From an optimization exercise on the open Yosys and OpenROAD flow, aimed at small area; shortcuts taken in it are not production practice.
In this exercise RTL edits were held to simulation tests only and were not proved equivalent to the original.
The clock cells of this run come from the design's own scripts or RTL, not from TritonCTS.
No driver is modelled on the clock port, so clock power and skew are understated where the tree is cut down; a real chip needs a root buffer or a tree.
No activity file was given, so power comes from the tool's default toggle rates.

`config.mk`:
```
export PLATFORM = sky130hd
export DESIGN_NAME = rom_module
export DESIGN_NICKNAME = rom_module
export VERILOG_FILES = /design/flow/design.v
export SDC_FILE = /design/flow/constraint.sdc
export NUM_CORES = 4
export LEC_CHECK = 0
export ABC_AREA = 1
export CAP_MARGIN = 20
export CORE_MARGIN = 2
export CORE_UTILIZATION = 40
export GPL_TIMING_DRIVEN = 0
export SLEW_MARGIN = 20
```
`constraint.sdc`:
```
create_clock -name core_clock -period 8.0 [get_ports {clk}]
set_input_delay 1.6000 -clock core_clock [delete_from_list [all_inputs] [get_ports {clk}]]
set_output_delay 1.6000 -clock core_clock [all_outputs]
set_load 0.01 [all_outputs]
```
`design.v`:
```
`timescale 1ns / 1ps
module divFreq(clk, rst, clk_out, tick);
input clk;
input rst;
output reg clk_out;
output tick;
parameter freq = 100000000;
parameter freq_out = 30;
localparam max_count = freq/(2*freq_out);
reg [$clog2(max_count+1)-1:0] count;
assign tick = (count == max_count) && !clk_out;
always @(posedge clk) begin
	if (rst) begin
		count <= 0;
		clk_out <= 1'b0;
	end else if (count == max_count) begin
		clk_out <= ~clk_out;
		count <= 0;
	end else
		count <= count + 1'b1;
end
endmodule
`timescale 1ns / 1ps
module rom_module(clk, rst, data, enable, sel, selec);
input clk;
input rst;
input [1:0] sel;
input selec;
output [8:0] data;
output enable;
wire tick;
divFreq #(.freq(240), .freq_out(30)) d1(clk, rst, enable, tick);
reg started;
always @(posedge clk)
	if (rst) started <= 1'b0;
	else if (tick) started <= 1'b1;
reg [5:0] aA;
reg [4:0] cA;
wire zA = (cA == 5'd0);
always @(posedge clk) begin
	if (rst) begin
		aA <= 6'd12; cA <= 5'd0;
	end else if (tick) begin
		if (zA) begin
			if (aA == 6'd58) aA <= 6'd12;
			else cA <= 5'd1;
		end else if (cA == 5'd30) begin
			aA <= aA - 6'd16; cA <= 5'd0;
		end else begin
			aA <= aA + 1'b1; cA <= {cA[3:0], ~(cA[4] ^ cA[2])};
		end
	end
end
reg [5:0] aB;
reg [4:0] cB;
wire zB = (cB == 5'd0);
always @(posedge clk) begin
	if (rst) begin
		aB <= 6'd12; cB <= 5'd0;
	end else if (tick) begin
		if (zB) begin
			if (aB == 6'd52) aB <= 6'd12;
			else cB <= 5'd1;
		end else if (cB == 5'd30) begin
			aB <= aB - 6'd16; cB <= 5'd0;
		end else begin
			aB <= aB + 1'b1; cB <= {cB[3:0], ~(cB[4] ^ cB[2])};
		end
	end
end
wire nB = (sel == 2'b01);
wire [5:0] ma = nB ? aB : aA;
wire mz = nB ? zB : zA;
wire m0 = (ma == 6'd12);
reg [8:0] mq;
always @* begin
	case (ma)
		6'd12: mq = 9'h038;
		6'd13: mq = 9'h00E;
		6'd14: mq = 9'h001;
		6'd15: mq = 9'h120;
		6'd16: mq = 9'h120;
		6'd17: mq = 9'h120;
		6'd18: mq = 9'h120;
		6'd19: mq = 9'h120;
		6'd20: mq = 9'h120;
		6'd21: mq = 9'h120;
		6'd22: mq = 9'h120;
		6'd23: mq = 9'h150;
		6'd24: mq = 9'h172;
		6'd25: mq = 9'h169;
		6'd26: mq = 9'h16D;
		6'd27: mq = 9'h165;
		6'd28: mq = 9'h172;
		6'd29: mq = 9'h16F;
		6'd30: mq = 9'h120;
		6'd31: mq = 9'h153;
		6'd32: mq = 9'h165;
		6'd33: mq = 9'h167;
		6'd34: mq = 9'h175;
		6'd35: mq = 9'h16E;
		6'd36: mq = 9'h164;
		6'd37: mq = 9'h16F;
		6'd38: mq = 9'h120;
		6'd39: mq = 9'h154;
		6'd40: mq = 9'h165;
		6'd41: mq = 9'h172;
		6'd42: mq = 9'h163;
		6'd43: mq = 9'h165;
		6'd44: mq = 9'h172;
		6'd45: mq = 9'h16F;
		6'd46: mq = 9'h120;
		6'd47: mq = 9'h123;
		6'd48: mq = 9'h123;
		6'd49: mq = 9'h123;
		6'd50: mq = 9'h123;
		6'd51: mq = nB ? 9'h123 : 9'h120;
		6'd52: mq = 9'h120;
		6'd53: mq = 9'h120;
		6'd54: mq = 9'h120;
		6'd55: mq = 9'h120;
		6'd56: mq = 9'h120;
		6'd57: mq = 9'h120;
		6'd58: mq = 9'h120;
		6'd59: mq = nB ? 9'h120 : 9'h000;
		default: mq = 9'h000;
	endcase
end
wire [8:0] mword = mz ? (m0 ? 9'h120 : 9'h001) : mq;
reg [4:0] f1, f2, f3;
always @(posedge clk) begin
	if (rst) begin
		f1 <= 5'd17; f2 <= 5'd17; f3 <= 5'd17;
	end else if (tick) begin
		f1 <= (f1 == 5'd16) ? 5'd17 : {f1[3:0], ~(f1[4] ^ f1[2])};
		f2 <= (f2 == 5'd12) ? 5'd17 : {f2[3:0], ~(f2[4] ^ f2[2])};
		f3 <= (f3 == 5'd19) ? 5'd17 : {f3[3:0], ~(f3[4] ^ f3[2])};
	end
end
wire [4:0] fc = (sel == 2'b00) ? f1 : (sel == 2'b01) ? f2 : f3;
reg [8:0] fq;
always @* begin
	case (fc)
		5'd17: fq = 9'h001;
		5'd2: fq = 9'h038;
		5'd5: fq = 9'h00E;
		5'd10: fq = 9'h001;
		5'd21: fq = 9'h141;
		5'd11: fq = 9'h172;
		5'd23: fq = 9'h172;
		5'd15: fq = 9'h169;
		5'd30: fq = 9'h162;
		5'd29: fq = 9'h161;
		5'd27: fq = 9'h120;
		5'd22: fq = 9'h0C0;
		5'd13: fq = 9'h141;
		5'd26: fq = 9'h162;
		5'd20: fq = 9'h161;
		5'd9: fq = 9'h16A;
		5'd19: fq = 9'h16F;
		5'd6: fq = 9'h120;
		5'd12: fq = 9'h123;
		5'd24: fq = 9'h123;
		5'd16: fq = 9'h123;
		default: fq = 9'h000;
	endcase
end
assign data = started ? (selec ? fq : mword) : 9'h000;
endmodule
```
`flow/run.sh`:
```
#!/bin/bash
# Own layout flow: the standard layout (standard.sh) with these changes:
#  - synthesis maps the logic with a stronger area script for ABC
#    (flow/abc_area.script) in place of ORFS's abc_area.script;
#  - synthesis leaves half/full adders to ABC instead of extracting them
#    into fixed adder cells first;
#  - the port buffers are the smallest buffer, sky130_fd_sc_hd__buf_1;
#  - clock tree synthesis adds no dummy loads to balance the tree, and
#    flow/post_cts.tcl then replaces its two-level tree by one level of
#    three buffers, each driving a third of the flip-flops.
# Registers, their names and cells come from the standard synthesis; the
# rest of the layout is the standard flow. Each tool's full output is in
# orfs/logs/ and the whole run's output in flow_run.log.
set -euo pipefail
W=$(pwd)
cat > "$W/own_synth.tcl" <<EOT
proc abc {args} {
  set i [lsearch -exact \$args -script]
  if {\$i >= 0} { lset args [expr {\$i + 1}] {$W/flow/abc_area.script} }
  yosys abc {*}\$args
}
proc extract_fa {args} {}
source {$W/synth_recipe.tcl}
EOT
bash "$W/standard.sh" SYNTH_SCRIPT="$W/own_synth.tcl" \
  BUFFER_PORTS_ARGS="-buffer_cell sky130_fd_sc_hd__buf_1" \
  CTS_ARGS="-sink_clustering_enable -repair_clock_nets -dont_use_dummy_load" \
  POST_CTS_TCL="$W/flow/post_cts.tcl" FLOW_CLOCK_PORT=clk FLOW_CLOCK_GROUPS=4 \
  FLOW_CLOCK_BUF=sky130_fd_sc_hd__clkbuf_4 finish > "$W/flow_run.log" 2>&1
```
`flow/abc_area.script`:
```
strash
&get -n
&deepsyn -J 50 -T 1000
&put
dch -f
amap -F 4 -A 8 -m
strash
dch -f
amap -F 4 -A 8 -m
```
`flow/post_cts.tcl`:
```
# Runs at the end of the CTS step (ORFS POST_CTS_TCL hook), before the step
# writes its database. The design has only a few dozen flip-flops, so the
# two-level tree TritonCTS builds (a root buffer and four leaf buffers) is
# replaced by one level: the flip-flops are split into FLOW_CLOCK_GROUPS
# equal groups by x position, and each group gets its own clock buffer,
# placed at the group's centre and driven by the clock port. Every
# flip-flop is then one buffer from the clock port, each buffer driving the
# same number of flip-flops.
set block [ord::get_db_block]
set db [ord::get_db]
set clk_net [$block findNet $::env(FLOW_CLOCK_PORT)]
set groups $::env(FLOW_CLOCK_GROUPS)

set sinks {}
foreach inst [$block getInsts] {
  if { ![[$inst getMaster] isSequential] } { continue }
  set it [$inst findITerm CLK]
  if { $it == "NULL" } { continue }
  set box [$inst getBBox]
  lappend sinks [list [expr { ([$box xMin] + [$box xMax]) / 2 }] \
    [expr { ([$box yMin] + [$box yMax]) / 2 }] $it]
}
set sinks [lsort -integer -index 0 $sinks]
set n [llength $sinks]
puts "post_cts: $n clock sinks in $groups groups"

# remove the CTS buffers and their nets
set old_nets {}
foreach inst [$block getInsts] {
  set m [[$inst getMaster] getName]
  if { [string match "clkbuf_*" [$inst getName]] && [string match "sky130_fd_sc_hd__clkbuf_*" $m] } {
    foreach it [$inst getITerms] {
      set net [$it getNet]
      if { $net != "NULL" && [$net getName] != [$clk_net getName] } { lappend old_nets $net }
      $it disconnect
    }
    puts "post_cts: removing [$inst getName] ($m)"
    odb::dbInst_destroy $inst
  }
}
foreach net [lsort -unique $old_nets] {
  foreach it [$net getITerms] { $it disconnect }
  odb::dbNet_destroy $net
}

set master [$db findMaster $::env(FLOW_CLOCK_BUF)]
for { set g 0 } { $g < $groups } { incr g } {
  set lo [expr { ($g * $n) / $groups }]
  set hi [expr { (($g + 1) * $n) / $groups - 1 }]
  set buf [odb::dbInst_create $block $master clkbuf_0_${g}_clk]
  set net [odb::dbNet_create $block clknet_0_${g}_clk]
  $net setSigType CLOCK
  [$buf findITerm A] connect $clk_net
  [$buf findITerm X] connect $net
  set sx 0
  set sy 0
  foreach s [lrange $sinks $lo $hi] {
    lassign $s x y it
    $it disconnect
    $it connect $net
    set sx [expr { $sx + $x }]
    set sy [expr { $sy + $y }]
  }
  set k [expr { $hi - $lo + 1 }]
  $buf setLocation [expr { $sx / $k }] [expr { $sy / $k }]
  $buf setPlacementStatus PLACED
  puts "post_cts: [$buf getName] drives $k flip-flops"
}

detailed_placement
check_placement -verbose
estimate_parasitics -placement
report_clock_skew
report_check_types -max_slew -max_capacitance
```
`standard.sh`:
```
#!/bin/bash
# synth_recipe.tcl (not shown) runs the flow's synth.tcl, then flattens the netlist and writes it again
# the make line also repeats each setting of config.mk as NAME=value (left out here)
make -C /OpenROAD-flow-scripts/flow DESIGN_CONFIG=/design/flow/config.mk WORK_HOME=/design/flow/orfs CLKGATE_MAP_FILE= SYNTH_SCRIPT=/design/flow/synth_recipe.tcl "${@:-finish}"
```
==> notes.md <==
async set-reset flop share out of synthesis=0%; top post-synthesis cells by count=nor2_1 (55), clkinv_1 (52), dfxtp_1 (42), o22ai_1 (28), o21ai_0 (25); WL/cell=13.4 µm; Setup TNS=0 ps; DPL Wire Length=just under 4000 µm; Vias=approximately 2200; Final period util=between 90% and 100%; Seq/Total Area, Yosys=39.0%; Final min period=7270 ps; Placeable Area=0.00514 mm²; Vias/cell=5.62; GR Util met2=31.4%; Mapped Cells=around 300; Startpoint Class=input port; Yosys top cell by area=dfxtp_1; Fin Hold WS=between 400 and 500 ps; Cells after DPL=~390; Critical Path AT=approximately 5700 ps; number of global-route vias before repair=between 1500 and 2000; final core occ=between 40% and 50%; Final Non-Filler Cells=391; starting DRC count in detailed routing=~160; Critical Path Sink Type=output pin; largest net degree at the start of global routing=26; Area Overhead vs Synth=8.02%; # nets final=roughly 330; # DRC=0; Mapped Avg Cell Area=between 7 and 8 µm²; Synth warnings=2; critical path class=input port to output pin; Die Y=around 77 µm; first-pass GRT wire length=just under 9000 µm; outcome=complete, no violations; synth top area cells=dfxtp_1 (39%), nor2_1 (9.6%), clkinv_1 (9.1%); # diodes=0; I/O pin total=15; Worst Skew=16.9 ps; final WL=between 5000 and 6000 µm; # clock sinks=42; FF-to-FF setup slack=about 5600 ps; endpoints failing setup=0; most common cell in the netlist=nor2_1; worst-margin pin slew=938 ps; Final Max Tran Viols=0; initial antenna violation count=0; PD cells=193 mW/mm²; Leakage=approximately 0.75 nW; Detailed Routing Iterations Pass 1=7; routability cong.=0.821; row count=26; Top Usage Layer GRT=met2; Clk Latency, worst-skew pair=around 170 ps; Post-synth EDFFs=0; All-Layer GR Usage=between 10% and 20%; GRT met1 Usage=23.1%; worst setup margin=slightly above 700 ps; Die X=77.4 µm; Hold Fails Final Rpt=0; VDD IR max=slightly above 0.0001 V; register bit total from synthesis=42; number of distinct library cells after synthesis=29; RSZ-0062 raised after global routing=no; CP Max Fanout=13; worst hold path type=register to register; die area=0.00599 mm²; Syn Nets=308; Max Cap Violations=0; starting density of the core=around two fifths; total gr overflow=0; Synth Cell Area=around 0.0022 mm²; pre-CTS WS=488 ps; share of the synthesized area in the top cell type=between 30% and 40%; Antenna Nets Post-Route=0; Req. time, crit path=about 6400 ps; port bufs=14; M3 GR Usage=2.67%; layout cells sized above 1=1.56%; Top FF cell, synth=dfxtp_1; Peak Freq=approximately 140 MHz; Slew HR=between 30% and 40%; Clock Pin Slew Worst Setup and Hold Paths=100 ps
==> power by group <==
| group | internal [mW] | total, mW | switching (mW) |
|---|---|---|---|
| clock | 0.0241 | 0.0776 | 0.0536 |
| combinational | 0.0387 | 0.118 | 0.0788 |
| sequential | 0.234 | 0.253 | 0.0188 |
==> through the flow <==
stage                     total power, mW  instance area [µm²]
final                               0.448                 2330
after global routing                0.479                 2330
after detailed placement            0.372                 2290
after global placement              0.372                 2290
after floorplan                     0.341                 2150
==> layout make-up <==
class | count | area, µm²
Fill cell | 571 | 2810
Multi-Input combinational cell | 209 | 1120
Inverter | 52 | 195
Sequential cell | 42 | 841
Tap cell | 70 | 87.6
Timing Repair Buffer | 14 | 52.6
Buffer | 4 | 30.0
==> sequential cells by signal (all words and copies together) (netlist names) <==
name        count
aA              6
f3              5
f1              5
aB              6
d1.clk_out      1
f2              5
cB              5
started         1
d1.count        3
cA              5
==> path summary, 6_finish.rpt <==
path	startpoint	endpoint	cells after the start
worst max-delay path	sel[1]	data[0]	19
worst min register to register	d1.count[0]	d1.count[0]	1
worst min-delay path	d1.count[0]	d1.count[0]	1
worst max register to register	d1.count[0]	cB[1]	7
==> cell families (layout without fill, tap and decap cells) <==
kind of cell / count (synthesis) / count (layout) / synth area share, %
AOI/OAI and AO/OA: 104 / 104 / 31.2
and+or+nand+nor: 105 / 105 / 20.7
buffers and inverters: 52 / 70 / 9.06
DFF: 42 / 42 / 39.0
==> layer usage <==
metal | up-vias | routed length [µm]
li1 | 1132 | -
met1 | 998 | 2440
met2 | 60 | 2480
met3 | 7 | 231
met4 | 0 | 73
met5 | - | 0
==> worst max-delay path, cell delays in order <==
cell and delay (ps):
buf_1 160, nor2b_2 460, clkinv_1 340, o22ai_1 380
clkinv_1 240, nand2_1 150, o21ai_0 110, o21bai_1 220
nor2_1 150, nor2_1 80, o21ai_0 230, clkinv_1 160
or3_1 390, o21a_1 130, o21ai_0 280, nor2_1 80
nor4_1 280, o31ai_1 100, buf_1 140
==> layout by cell type (no fill, tap or decap), drive strengths merged <==
cell	count
a2111oi	1
a211oi	4
a21o	1
a21oi	13
a221oi	3
a222oi	5
a22oi	1
a31oi	7
and3	1
buf	14
clkbuf	4
clkinv	52
dfxtp	42
nand2	22
nand3	7
nand4	5
nor2	55
nor2b	1
nor3	8
nor4	1
o2111ai	1
o21a	2
o21ai	25
o21bai	1
o221ai	2
o22a	5
o22ai	28
o31ai	3
o41ai	2
or2	2
or3	3

-- re-timing with driven ports --
The results above use ideal ports. As a check the final layout listed here was re-extracted and re-timed, cells and wires unchanged.
Step 1: set_driving_cell puts a clkbuf_16 on clk and a buf_2 on each other input, an assumption about the parent block.
Step 2, shift: input delay + t, output delay - t, t = (earliest + latest rising clock arrival at the registers) / 2. This alone moves slack from input paths to output paths.
a / b / c = ideal / step 1 / step 2; a / b = the first two.
t, ns: 0.206
setup WS [ns]: 0.725 / 0.705 / 0.705
worst hold slack (ns): 0.425 / 0.425 / 0.425
clock arrival spread, ns: 0.017 / 0.018
worst register clock-pin slew, ns: 0.12 / 0.12
After both steps setup and hold are still met in this run. The setup slack of this run moves by -0.020 ns with the drivers and by -0.020 ns with both steps.
